Source: an optimization exercise on an open RTL-to-GDS flow (aim: small area). Production flows keep margins and buffers that such runs may drop. Function was checked by simulation only, so behaviour that the tests miss may differ from the original. Power figures rest on the tool's default switching activity, not on a simulated workload.

==> inputs of v22 <==
// uart_top
module uart_top (
    input wire         clk_i,
    input wire         reset_i,
    input wire         rx_data_i,
    output wire        tx_data_o,
    input wire         psel_i,
    input wire         penable_i,
    input wire         pwrite_i,
    input wire  [4:0]  paddr_i,
    input wire  [31:0] pwdata_i,
    output reg  [31:0] prdata_o,
    output wire        pready_o,
    output wire        pslverr_o
);
==> module uart_txp, before the edit <==
module uart_txp (
    input  wire       clk_i,
    input  wire       reset_i,
    input  wire       tick_i,
    input  wire       en_i,
    input  wire       clr_i,
    input  wire       wr_i,
    input  wire [7:0] stage_i,
    output reg  [4:0] lvl_o,
    output reg        ovrn_o,
    output wire       busy_o,
    output wire       tx_o
);
    function automatic [4:0] updn_toggle(input [4:0] c, input up, input dn);
        integer k;
        reg all1, all0;
        begin
            all1 = 1'b1;
            all0 = 1'b1;
            for (k = 0; k < 5; k = k + 1) begin
                updn_toggle[k] = (up & all1) | (dn & all0);
                all1 = all1 & c[k];
                all0 = all0 & ~c[k];
            end
        end
    endfunction
    function automatic [4:0] inc17(input [4:0] c);
        inc17 = (c == 5'd16) ? 5'd0 : c + 5'd1;
    endfunction
    localparam [3:0] T_IDLE = 4'd0, T_FETCH = 4'd1, T_STOP = 4'd12;
    reg [7:0]  ring [0:16];
    reg [4:0]  hp, tp;
    reg        w;           
    reg [3:0]  st;
    reg        nb, ob;      
    reg [3:0]  cnt;
    reg        btick;
    wire full = lvl_o[4];
    wire push = wr_i & ~full;
    wire pop  = (st == T_FETCH);
    wire act  = (st != T_IDLE) & (st != T_FETCH);
    wire rel  = btick & (st == T_STOP);
    wire cap  = (hp == 5'd16) & (st >= 4'd3) & (st <= 4'd10);
    wire ins  = w & (tp[0] | tp[4]);
    integer i;
    always @(posedge clk_i) begin
        for (i = 0; i < 17; i = i + 1) begin
            if (i % 2 == 0 && ins && inc17(tp) == i)
                ring[i] <= stage_i;
            else
                ring[i] <= ring[(i + 16) % 17];
        end
        if (cap) nb <= ring[16][st[2:0] - 3'd3];
        if (btick) ob <= nb;
    end
    always @(posedge clk_i) begin
        if (reset_i) begin
            hp     <= 5'd0;
            tp     <= 5'd0;
            w      <= 1'b0;
            lvl_o  <= 5'd0;
            ovrn_o <= 1'b0;
            st     <= T_IDLE;
        end else begin
            if (~rel)  hp <= inc17(hp);
            if (~ins)  tp <= inc17(tp);
            w <= push | (w & ~ins);
            lvl_o <= lvl_o ^ updn_toggle(lvl_o, push & ~pop, ~push & pop);
            if (wr_i & full) ovrn_o <= 1'b1;
            else if (clr_i)  ovrn_o <= 1'b0;
            case (st)
                T_IDLE:  if (en_i & (lvl_o != 5'd0)) st <= T_FETCH;
                T_FETCH: st <= 4'd2;
                default: if (btick) st <= (st == T_STOP) ? T_IDLE : st + 4'd1;
            endcase
        end
        if (~act)        cnt <= 4'd0;
        else if (tick_i) cnt <= cnt + 4'd1;
        btick <= act & tick_i & (cnt == 4'd15);
    end
    wire dph = (st >= 4'd4) & (st <= 4'd11);
    assign tx_o   = (st == 4'd3) ? 1'b0 : (dph ? ob : 1'b1);
    assign busy_o = (st != T_IDLE);
endmodule
export LEC_CHECK = 0
export ABC_AREA = 1
export CAP_MARGIN = 20
export CORE_MARGIN = 2
export CORE_UTILIZATION = 60
export SLEW_MARGIN = 20
create_clock -name core_clock -period 5.0 [get_ports {clk_i}]
standard.sh (not shown) runs the stock make flow with config.mk's settings and CLKGATE_MAP_FILE= SYNTH_SCRIPT=/design/flow/synth_recipe.tcl, a recipe that flattens the netlist after the stock synthesis.
==> flow/flow/run.sh <==
#!/bin/bash
# The standard layout (standard.sh), with our own choices for:
#  - ABC's area script (area mapping, then ABC's own timing repair):
#    synthesis is the standard flow's, with the same registers;
#    only the mapping of the logic between them differs
#  - the cell that buffers each port (buf_1)
#  - clock tree synthesis options (no dummy loads, clkbuf_16 clusters,
#    clkbuf_8 root)
# Each tool's full output goes to the ORFS logs under orfs/logs/, and
# make's output to flow_make.log.
set -euo pipefail
rm -rf scripts_local
cp -r "$FLOW_HOME/scripts" scripts_local
cp flow/abc_area.script scripts_local/abc_area.script
export SCRIPTS_DIR="$PWD/scripts_local"
export BUFFER_PORTS_ARGS="-buffer_cell sky130_fd_sc_hd__buf_1"
export CTS_ARGS='-sink_clustering_enable -repair_clock_nets -dont_use_dummy_load -buf_list sky130_fd_sc_hd__clkbuf_16 -sink_clustering_size 30 -sink_clustering_max_diameter 100 -sink_clustering_buffer sky130_fd_sc_hd__clkbuf_16 -root_buf sky130_fd_sc_hd__clkbuf_8'
bash standard.sh > flow_make.log 2>&1
==> flow/flow/abc_area.script <==
strash
dc2
dch -f
amap
topo
stime -c
upsize -c
dnsize -c
==> v15: changes against v22 <==
--- a/flow/design.v
+++ b/flow/design.v
@@ -76,11 +76,11 @@
         .tick_o(tick)
     );
     uart_txp u_tx (
         .clk_i(clk_i), .reset_i(reset_i), .tick_i(tick),
         .en_i(tx_en), .clr_i(tx_clr),
-        .wr_i(wr & a_txd), .stage_i(tx_data_r),
+        .wr_i(wr & a_txd), .wdata_i(pwdata_i[7:0]),
         .lvl_o(tx_lvl), .ovrn_o(tx_ovrn), .busy_o(tx_busy),
         .tx_o(tx_data_o)
     );
     uart_rxp u_rx (
         .clk_i(clk_i), .reset_i(reset_i), .tick_i(tick),
@@ -137,11 +137,11 @@
     input  wire       reset_i,
     input  wire       tick_i,
     input  wire       en_i,
     input  wire       clr_i,
     input  wire       wr_i,
-    input  wire [7:0] stage_i,
+    input  wire [7:0] wdata_i,
     output reg  [4:0] lvl_o,
     output reg        ovrn_o,
     output wire       busy_o,
     output wire       tx_o
 );
@@ -156,51 +156,51 @@
                 all1 = all1 & c[k];
                 all0 = all0 & ~c[k];
             end
         end
     endfunction
-    function automatic [4:0] inc17(input [4:0] c);
-        inc17 = (c == 5'd16) ? 5'd0 : c + 5'd1;
-    endfunction
     localparam [3:0] T_IDLE = 4'd0, T_FETCH = 4'd1, T_STOP = 4'd12;
-    reg [7:0]  ring [0:16];
-    reg [4:0]  hp, tp;
-    reg        w;           
+    reg [7:0]  fifo [0:15];
+    reg [15:0] v;
+    reg        pend;
     reg [3:0]  st;
-    reg        nb, ob;      
+    reg [7:0]  tbyte;
     reg [3:0]  cnt;
     reg        btick;
     wire full = lvl_o[4];
     wire push = wr_i & ~full;
     wire pop  = (st == T_FETCH);
     wire act  = (st != T_IDLE) & (st != T_FETCH);
-    wire rel  = btick & (st == T_STOP);
-    wire cap  = (hp == 5'd16) & (st >= 4'd3) & (st <= 4'd10);
-    wire ins  = w & (tp[0] | tp[4]);
+    wire take = pend & v[15];
+    wire [16:1] ld;
+    assign ld[16] = take;
+    genvar g;
+    generate
+        for (g = 1; g < 16; g = g + 1) begin : g_ld
+            assign ld[g] = v[g-1] & (~v[g] | ld[g+1]);
+        end
+    endgenerate
     integer i;
     always @(posedge clk_i) begin
-        for (i = 0; i < 17; i = i + 1) begin
-            if (i % 2 == 0 && ins && inc17(tp) == i)
-                ring[i] <= stage_i;
-            else
-                ring[i] <= ring[(i + 16) % 17];
-        end
-        if (cap) nb <= ring[16][st[2:0] - 3'd3];
-        if (btick) ob <= nb;
+        if (push) fifo[0] <= wdata_i;
+        for (i = 1; i < 16; i = i + 1)
+            if (ld[i]) fifo[i] <= fifo[i-1];
+        if (take) tbyte <= fifo[15];
     end
     always @(posedge clk_i) begin
         if (reset_i) begin
-            hp     <= 5'd0;
-            tp     <= 5'd0;
-            w      <= 1'b0;
+            v      <= 16'h0000;
+            pend   <= 1'b0;
             lvl_o  <= 5'd0;
             ovrn_o <= 1'b0;
             st     <= T_IDLE;
         end else begin
-            if (~rel)  hp <= inc17(hp);
-            if (~ins)  tp <= inc17(tp);
-            w <= push | (w & ~ins);
+            v[0] <= push | (v[0] & ~ld[1]);
+            for (i = 1; i < 16; i = i + 1)
+                v[i] <= ld[i] | (v[i] & ~ld[i+1]);
+            if (pop)       pend <= 1'b1;
+            else if (take) pend <= 1'b0;
             lvl_o <= lvl_o ^ updn_toggle(lvl_o, push & ~pop, ~push & pop);
             if (wr_i & full) ovrn_o <= 1'b1;
             else if (clr_i)  ovrn_o <= 1'b0;
             case (st)
                 T_IDLE:  if (en_i & (lvl_o != 5'd0)) st <= T_FETCH;
@@ -211,11 +211,11 @@
         if (~act)        cnt <= 4'd0;
         else if (tick_i) cnt <= cnt + 4'd1;
         btick <= act & tick_i & (cnt == 4'd15);
     end
     wire dph = (st >= 4'd4) & (st <= 4'd11);
-    assign tx_o   = (st == 4'd3) ? 1'b0 : (dph ? ob : 1'b1);
+    assign tx_o   = (st == 4'd3) ? 1'b0 : (dph ? tbyte[{st[3], st[1:0]}] : 1'b1);
     assign busy_o = (st != T_IDLE);
 endmodule
 module uart_rxp (
     input  wire       clk_i,
     input  wire       reset_i,
@@ -246,14 +246,14 @@
     reg       s1, s2;
     reg [3:0] st;
     reg [7:0] rbyte;
     reg [3:0] cnt;
     reg       sp, sq, svalid;
-    reg [7:0] ring [0:15];
-    reg [3:0] hpos;     
+    reg [7:0] fifo [0:15];
     reg       f;        
-    wire ins = f & (hpos + 4'd2 == lvl_o[3:0]);
+    reg [4:0] q;        
+    wire moving = f & (q != lvl_o);
     wire mon  = (st == R_MON) | (st == R_PUSH) | (st == R_FS);
     wire dph  = (st >= 4'd4) & (st <= 4'd11);
     wire full = lvl_o[4];
     wire wen  = (st == R_PUSH);
     wire push = wen & ~full;
@@ -275,12 +275,17 @@
                 if (st == R_SV)        st <= sp ? R_FS : 4'd4;
                 else if (st == R_STOP) st <= sp ? R_PUSH : R_MON;
                 else                   st <= st + 4'd1;
             end
             lvl_o <= lvl_o ^ updn_toggle(lvl_o, push & ~pop_i, ~push & pop_i);
-            if (push)                                f <= 1'b1;
-            else if (ins | (pop_i & (lvl_o == 5'd1))) f <= 1'b0;
+            if (push) begin
+                f <= 1'b1;
+                q <= 5'd16;
+            end else begin
+                f <= moving & ~(pop_i & (lvl_o == 5'd1));
+                if (moving) q <= q - 5'd1;
+            end
             if (wen & full)  ovrn_o <= 1'b1;
             else if (clr_i)  ovrn_o <= 1'b0;
         end
         if (svalid & dph) rbyte <= {sp, rbyte[7:1]};
         if (~busy_o)     cnt <= 4'd0;
@@ -296,14 +301,20 @@
                 sp <= sp | (sq & s2);
             end
         end
         svalid <= tick_i & busy_o & (cnt == 4'd8);
     end
+    wire [15:1] ld;
+    genvar g;
+    generate
+        for (g = 1; g < 16; g = g + 1) begin : g_ld
+            assign ld[g] = pop_i | (moving & (lvl_o <= 5'd16 - g));
+        end
+    endgenerate
     integer i;
     always @(posedge clk_i) begin
-        ring[0] <= ins ? rbyte : ring[15];
-        for (i = 1; i < 16; i = i + 1) ring[i] <= ring[i-1];
-        if (reset_i)    hpos <= 4'd0;
-        else if (~pop_i) hpos <= hpos + 4'd1;
+        if (push) fifo[0] <= rbyte;
+        for (i = 1; i < 16; i = i + 1)
+            if (ld[i]) fifo[i] <= fifo[i-1];
     end
-    assign head_o = (f & (lvl_o == 5'd1)) ? rbyte : ring[hpos];
+    assign head_o = (moving & ~(|lvl_o[4:1])) ? rbyte : fifo[15];
 endmodule
==> flow/flow/run.sh (replaced) <==
#!/bin/bash
# The standard layout (standard.sh), with our own choices for:
#  - ABC's area script: synthesis is the standard flow's, with the same registers;
#    only the mapping of the logic between them differs
#  - the cell that buffers each port (buf_1)
#  - clock tree synthesis options (no dummy loads, clkbuf_16 clusters)
# Each tool's full output goes to the ORFS logs under orfs/logs/, and
# make's output to flow_make.log.
set -euo pipefail
rm -rf scripts_local
cp -r "$FLOW_HOME/scripts" scripts_local
cp flow/abc_area.script scripts_local/abc_area.script
export SCRIPTS_DIR="$PWD/scripts_local"
export BUFFER_PORTS_ARGS="-buffer_cell sky130_fd_sc_hd__buf_1"
export CTS_ARGS="-sink_clustering_enable -repair_clock_nets -dont_use_dummy_load -buf_list sky130_fd_sc_hd__clkbuf_16 -sink_clustering_size 30 -sink_clustering_max_diameter 100"
bash standard.sh > flow_make.log 2>&1
==> flow/flow/abc_area.script (replaced) <==
strash
dc2
dch -f
amap
topo
stime -c
Settings changed: CORE_UTILIZATION 60 to 75.
==> v16: changes against v22 <==
--- a/flow/design.v
+++ b/flow/design.v
@@ -76,11 +76,11 @@
         .tick_o(tick)
     );
     uart_txp u_tx (
         .clk_i(clk_i), .reset_i(reset_i), .tick_i(tick),
         .en_i(tx_en), .clr_i(tx_clr),
-        .wr_i(wr & a_txd), .stage_i(tx_data_r),
+        .wr_i(wr & a_txd), .wdata_i(pwdata_i[7:0]),
         .lvl_o(tx_lvl), .ovrn_o(tx_ovrn), .busy_o(tx_busy),
         .tx_o(tx_data_o)
     );
     uart_rxp u_rx (
         .clk_i(clk_i), .reset_i(reset_i), .tick_i(tick),
@@ -137,11 +137,11 @@
     input  wire       reset_i,
     input  wire       tick_i,
     input  wire       en_i,
     input  wire       clr_i,
     input  wire       wr_i,
-    input  wire [7:0] stage_i,
+    input  wire [7:0] wdata_i,
     output reg  [4:0] lvl_o,
     output reg        ovrn_o,
     output wire       busy_o,
     output wire       tx_o
 );
@@ -156,51 +156,51 @@
                 all1 = all1 & c[k];
                 all0 = all0 & ~c[k];
             end
         end
     endfunction
-    function automatic [4:0] inc17(input [4:0] c);
-        inc17 = (c == 5'd16) ? 5'd0 : c + 5'd1;
-    endfunction
     localparam [3:0] T_IDLE = 4'd0, T_FETCH = 4'd1, T_STOP = 4'd12;
-    reg [7:0]  ring [0:16];
-    reg [4:0]  hp, tp;
-    reg        w;           
+    reg [7:0]  fifo [0:15];
+    reg [15:0] v;
+    reg        pend;
     reg [3:0]  st;
-    reg        nb, ob;      
+    reg [7:0]  tbyte;
     reg [3:0]  cnt;
     reg        btick;
     wire full = lvl_o[4];
     wire push = wr_i & ~full;
     wire pop  = (st == T_FETCH);
     wire act  = (st != T_IDLE) & (st != T_FETCH);
-    wire rel  = btick & (st == T_STOP);
-    wire cap  = (hp == 5'd16) & (st >= 4'd3) & (st <= 4'd10);
-    wire ins  = w & (tp[0] | tp[4]);
+    wire take = pend & v[15];
+    wire [16:1] ld;
+    assign ld[16] = take;
+    genvar g;
+    generate
+        for (g = 1; g < 16; g = g + 1) begin : g_ld
+            assign ld[g] = v[g-1] & (~v[g] | ld[g+1]);
+        end
+    endgenerate
     integer i;
     always @(posedge clk_i) begin
-        for (i = 0; i < 17; i = i + 1) begin
-            if (i % 2 == 0 && ins && inc17(tp) == i)
-                ring[i] <= stage_i;
-            else
-                ring[i] <= ring[(i + 16) % 17];
-        end
-        if (cap) nb <= ring[16][st[2:0] - 3'd3];
-        if (btick) ob <= nb;
+        if (push) fifo[0] <= wdata_i;
+        for (i = 1; i < 16; i = i + 1)
+            if (ld[i]) fifo[i] <= fifo[i-1];
+        if (take) tbyte <= fifo[15];
     end
     always @(posedge clk_i) begin
         if (reset_i) begin
-            hp     <= 5'd0;
-            tp     <= 5'd0;
-            w      <= 1'b0;
+            v      <= 16'h0000;
+            pend   <= 1'b0;
             lvl_o  <= 5'd0;
             ovrn_o <= 1'b0;
             st     <= T_IDLE;
         end else begin
-            if (~rel)  hp <= inc17(hp);
-            if (~ins)  tp <= inc17(tp);
-            w <= push | (w & ~ins);
+            v[0] <= push | (v[0] & ~ld[1]);
+            for (i = 1; i < 16; i = i + 1)
+                v[i] <= ld[i] | (v[i] & ~ld[i+1]);
+            if (pop)       pend <= 1'b1;
+            else if (take) pend <= 1'b0;
             lvl_o <= lvl_o ^ updn_toggle(lvl_o, push & ~pop, ~push & pop);
             if (wr_i & full) ovrn_o <= 1'b1;
             else if (clr_i)  ovrn_o <= 1'b0;
             case (st)
                 T_IDLE:  if (en_i & (lvl_o != 5'd0)) st <= T_FETCH;
@@ -211,11 +211,11 @@
         if (~act)        cnt <= 4'd0;
         else if (tick_i) cnt <= cnt + 4'd1;
         btick <= act & tick_i & (cnt == 4'd15);
     end
     wire dph = (st >= 4'd4) & (st <= 4'd11);
-    assign tx_o   = (st == 4'd3) ? 1'b0 : (dph ? ob : 1'b1);
+    assign tx_o   = (st == 4'd3) ? 1'b0 : (dph ? tbyte[{st[3], st[1:0]}] : 1'b1);
     assign busy_o = (st != T_IDLE);
 endmodule
 module uart_rxp (
     input  wire       clk_i,
     input  wire       reset_i,
@@ -246,14 +246,14 @@
     reg       s1, s2;
     reg [3:0] st;
     reg [7:0] rbyte;
     reg [3:0] cnt;
     reg       sp, sq, svalid;
-    reg [7:0] ring [0:15];
-    reg [3:0] hpos;     
+    reg [7:0] fifo [0:15];
     reg       f;        
-    wire ins = f & (hpos + 4'd2 == lvl_o[3:0]);
+    reg [4:0] q;        
+    wire moving = f & (q != lvl_o);
     wire mon  = (st == R_MON) | (st == R_PUSH) | (st == R_FS);
     wire dph  = (st >= 4'd4) & (st <= 4'd11);
     wire full = lvl_o[4];
     wire wen  = (st == R_PUSH);
     wire push = wen & ~full;
@@ -275,12 +275,17 @@
                 if (st == R_SV)        st <= sp ? R_FS : 4'd4;
                 else if (st == R_STOP) st <= sp ? R_PUSH : R_MON;
                 else                   st <= st + 4'd1;
             end
             lvl_o <= lvl_o ^ updn_toggle(lvl_o, push & ~pop_i, ~push & pop_i);
-            if (push)                                f <= 1'b1;
-            else if (ins | (pop_i & (lvl_o == 5'd1))) f <= 1'b0;
+            if (push) begin
+                f <= 1'b1;
+                q <= 5'd16;
+            end else begin
+                f <= moving & ~(pop_i & (lvl_o == 5'd1));
+                if (moving) q <= q - 5'd1;
+            end
             if (wen & full)  ovrn_o <= 1'b1;
             else if (clr_i)  ovrn_o <= 1'b0;
         end
         if (svalid & dph) rbyte <= {sp, rbyte[7:1]};
         if (~busy_o)     cnt <= 4'd0;
@@ -296,14 +301,20 @@
                 sp <= sp | (sq & s2);
             end
         end
         svalid <= tick_i & busy_o & (cnt == 4'd8);
     end
+    wire [15:1] ld;
+    genvar g;
+    generate
+        for (g = 1; g < 16; g = g + 1) begin : g_ld
+            assign ld[g] = pop_i | (moving & (lvl_o <= 5'd16 - g));
+        end
+    endgenerate
     integer i;
     always @(posedge clk_i) begin
-        ring[0] <= ins ? rbyte : ring[15];
-        for (i = 1; i < 16; i = i + 1) ring[i] <= ring[i-1];
-        if (reset_i)    hpos <= 4'd0;
-        else if (~pop_i) hpos <= hpos + 4'd1;
+        if (push) fifo[0] <= rbyte;
+        for (i = 1; i < 16; i = i + 1)
+            if (ld[i]) fifo[i] <= fifo[i-1];
     end
-    assign head_o = (f & (lvl_o == 5'd1)) ? rbyte : ring[hpos];
+    assign head_o = (moving & ~(|lvl_o[4:1])) ? rbyte : fifo[15];
 endmodule
==> flow/flow/run.sh (replaced) <==
#!/bin/bash
set -euo pipefail
export BUFFER_PORTS_ARGS="-buffer_cell sky130_fd_sc_hd__buf_1"
export CTS_ARGS="-sink_clustering_enable -repair_clock_nets -dont_use_dummy_load -buf_list sky130_fd_sc_hd__clkbuf_16 -sink_clustering_size 30 -sink_clustering_max_diameter 100"
bash standard.sh > flow_make.log 2>&1
removed: flow/flow/abc_area.script
==> v39: changes against v22 <==
--- a/flow/design.v
+++ b/flow/design.v
@@ -163,44 +163,46 @@
     endfunction
     localparam [3:0] T_IDLE = 4'd0, T_FETCH = 4'd1, T_STOP = 4'd12;
     reg [7:0]  ring [0:16];
     reg [4:0]  hp, tp;
     reg        w;           
+    reg        pend;        
     reg [3:0]  st;
-    reg        nb, ob;      
+    reg [7:0]  tbyte;
     reg [3:0]  cnt;
     reg        btick;
     wire full = lvl_o[4];
     wire push = wr_i & ~full;
     wire pop  = (st == T_FETCH);
     wire act  = (st != T_IDLE) & (st != T_FETCH);
-    wire rel  = btick & (st == T_STOP);
-    wire cap  = (hp == 5'd16) & (st >= 4'd3) & (st <= 4'd10);
+    wire take = pend & (hp == 5'd16);
     wire ins  = w & (tp[0] | tp[4]);
     integer i;
     always @(posedge clk_i) begin
         for (i = 0; i < 17; i = i + 1) begin
             if (i % 2 == 0 && ins && inc17(tp) == i)
                 ring[i] <= stage_i;
             else
                 ring[i] <= ring[(i + 16) % 17];
         end
-        if (cap) nb <= ring[16][st[2:0] - 3'd3];
-        if (btick) ob <= nb;
+        if (take) tbyte <= ring[16];
     end
     always @(posedge clk_i) begin
         if (reset_i) begin
             hp     <= 5'd0;
             tp     <= 5'd0;
             w      <= 1'b0;
+            pend   <= 1'b0;
             lvl_o  <= 5'd0;
             ovrn_o <= 1'b0;
             st     <= T_IDLE;
         end else begin
-            if (~rel)  hp <= inc17(hp);
+            if (~take) hp <= inc17(hp);
             if (~ins)  tp <= inc17(tp);
             w <= push | (w & ~ins);
+            if (pop)       pend <= 1'b1;
+            else if (take) pend <= 1'b0;
             lvl_o <= lvl_o ^ updn_toggle(lvl_o, push & ~pop, ~push & pop);
             if (wr_i & full) ovrn_o <= 1'b1;
             else if (clr_i)  ovrn_o <= 1'b0;
             case (st)
                 T_IDLE:  if (en_i & (lvl_o != 5'd0)) st <= T_FETCH;
@@ -211,11 +213,11 @@
         if (~act)        cnt <= 4'd0;
         else if (tick_i) cnt <= cnt + 4'd1;
         btick <= act & tick_i & (cnt == 4'd15);
     end
     wire dph = (st >= 4'd4) & (st <= 4'd11);
-    assign tx_o   = (st == 4'd3) ? 1'b0 : (dph ? ob : 1'b1);
+    assign tx_o   = (st == 4'd3) ? 1'b0 : (dph ? tbyte[{st[3], st[1:0]}] : 1'b1);
     assign busy_o = (st != T_IDLE);
 endmodule
 module uart_rxp (
     input  wire       clk_i,
     input  wire       reset_i,
--- a/flow/flow/run.sh
+++ b/flow/flow/run.sh
@@ -1,9 +1,8 @@
 #!/bin/bash
 # The standard layout (standard.sh), with our own choices for:
-#  - ABC's area script (area mapping, then ABC's own timing repair):
-#    synthesis is the standard flow's, with the same registers;
+#  - ABC's area script: synthesis is the standard flow's, with the same registers;
 #    only the mapping of the logic between them differs
 #  - the cell that buffers each port (buf_1)
 #  - clock tree synthesis options (no dummy loads, clkbuf_16 clusters,
 #    clkbuf_8 root)
 # Each tool's full output goes to the ORFS logs under orfs/logs/, and
==> flow/flow/abc_area.script (replaced) <==
strash
dc2
dch -f
amap
topo
stime -c
Settings changed: SETUP_SLACK_MARGIN set to 0.2.
==> comparison <==
v22 finished clean. v39 finished clean. v16 finished clean. v15 finished clean. Synthesized cell count, highest first: v39, v22, v16, v15. Wire length, highest first: v22, v39, v15, v16. In clock-buffer cell count, v39 and v16 do not differ. Fmax, highest first: v16, v22, v15, v39. Between v16 and v15, the lower non-clock buffer count is in v16 (gap 6). Setup slack: v39 < v15 < v22 < v16.
==> figures <==
Run status: v39 no timing/DRC/antenna violations; v22 no timing/DRC/antenna violations; v16 no timing/DRC/antenna violations; v15 no timing/DRC/antenna violations
Tightest Pin Transition: v39 1.076 ns; v22 1.044 ns; v16 0.9900 ns; v15 1.088 ns
Initial antenna violation count: v39 1; v22 0; v16 0; v15 0
Fraction of power consumed by combinational cells: v39 8.8%; v22 8.8%; v16 10.9%; v15 11.9%
Number of flip-flops and latches: v39 378; v22 371; v16 376; v15 376
Worst Hold Path EP: v39 u_tx.ring[7][6]$_DFF_P_; v22 u_tx.ring[1][3]$_DFF_P_; v16 u_baud.bclr$_DFF_P_; v15 u_baud.bclr$_DFF_P_
Fraction of met3 tracks used by global routing: v39 3.457%; v22 2.716%; v16 2.686%; v15 4.459%
Average footprint of a synthesized cell: v39 10.30 µm²; v22 10.37 µm²; v16 13.14 µm²; v15 14.31 µm²
Critical path depth in cells: v39 12; v22 9; v16 11; v15 11
Post-route non-filler standard cell count: v39 1539; v22 1528; v16 1388; v15 1231
Met2 routed WL: v39 11.90 mm; v22 11.98 mm; v16 10.11 mm; v15 11.57 mm
Dominant synthesized flop cell: v39 dfxtp_1; v22 dfxtp_1; v16 edfxtp_1; v15 edfxtp_1
Proportion of synthesized chip area in sequential cells: v39 62.72%; v22 60.99%; v16 74.05%; v15 76.78%

## static timing again, ports no longer ideal
No port has a modelled driver above. Below, the same layouts with a new extraction and two added sets of constraints.
Step 1 assumes that a clkbuf_16 drives the clock port and a buf_2 every other input.
Step 2, shift: input delay + t, output delay - t, t = (earliest + latest rising clock arrival at the registers) / 2. This alone moves slack from input paths to output paths.
Three values: ideal, step 1, step 2; two values: the first two.
run	t (ns)	slack for setup (ns)	hold WS [ns]	worst slew at a driven data input, ns
v22	0.605	0.492 / 0.448 / 1.054	0.290 / 0.290 / 0.290	0.07
v15	0.530	0.388 / 0.345 / 0.182	0.345 / 0.345 / 0.345	0.04
v16	0.554	1.230 / 1.211 / 1.072	0.340 / 0.340 / 0.340	0.03
v39	0.593	0.373 / 0.328 / 0.837	0.317 / 0.317 / 0.317	0.04
After both steps setup and hold are still met in every run listed. The setup slack of v15, which loses most, moves by -0.043 ns with the drivers and by -0.206 ns with both steps.
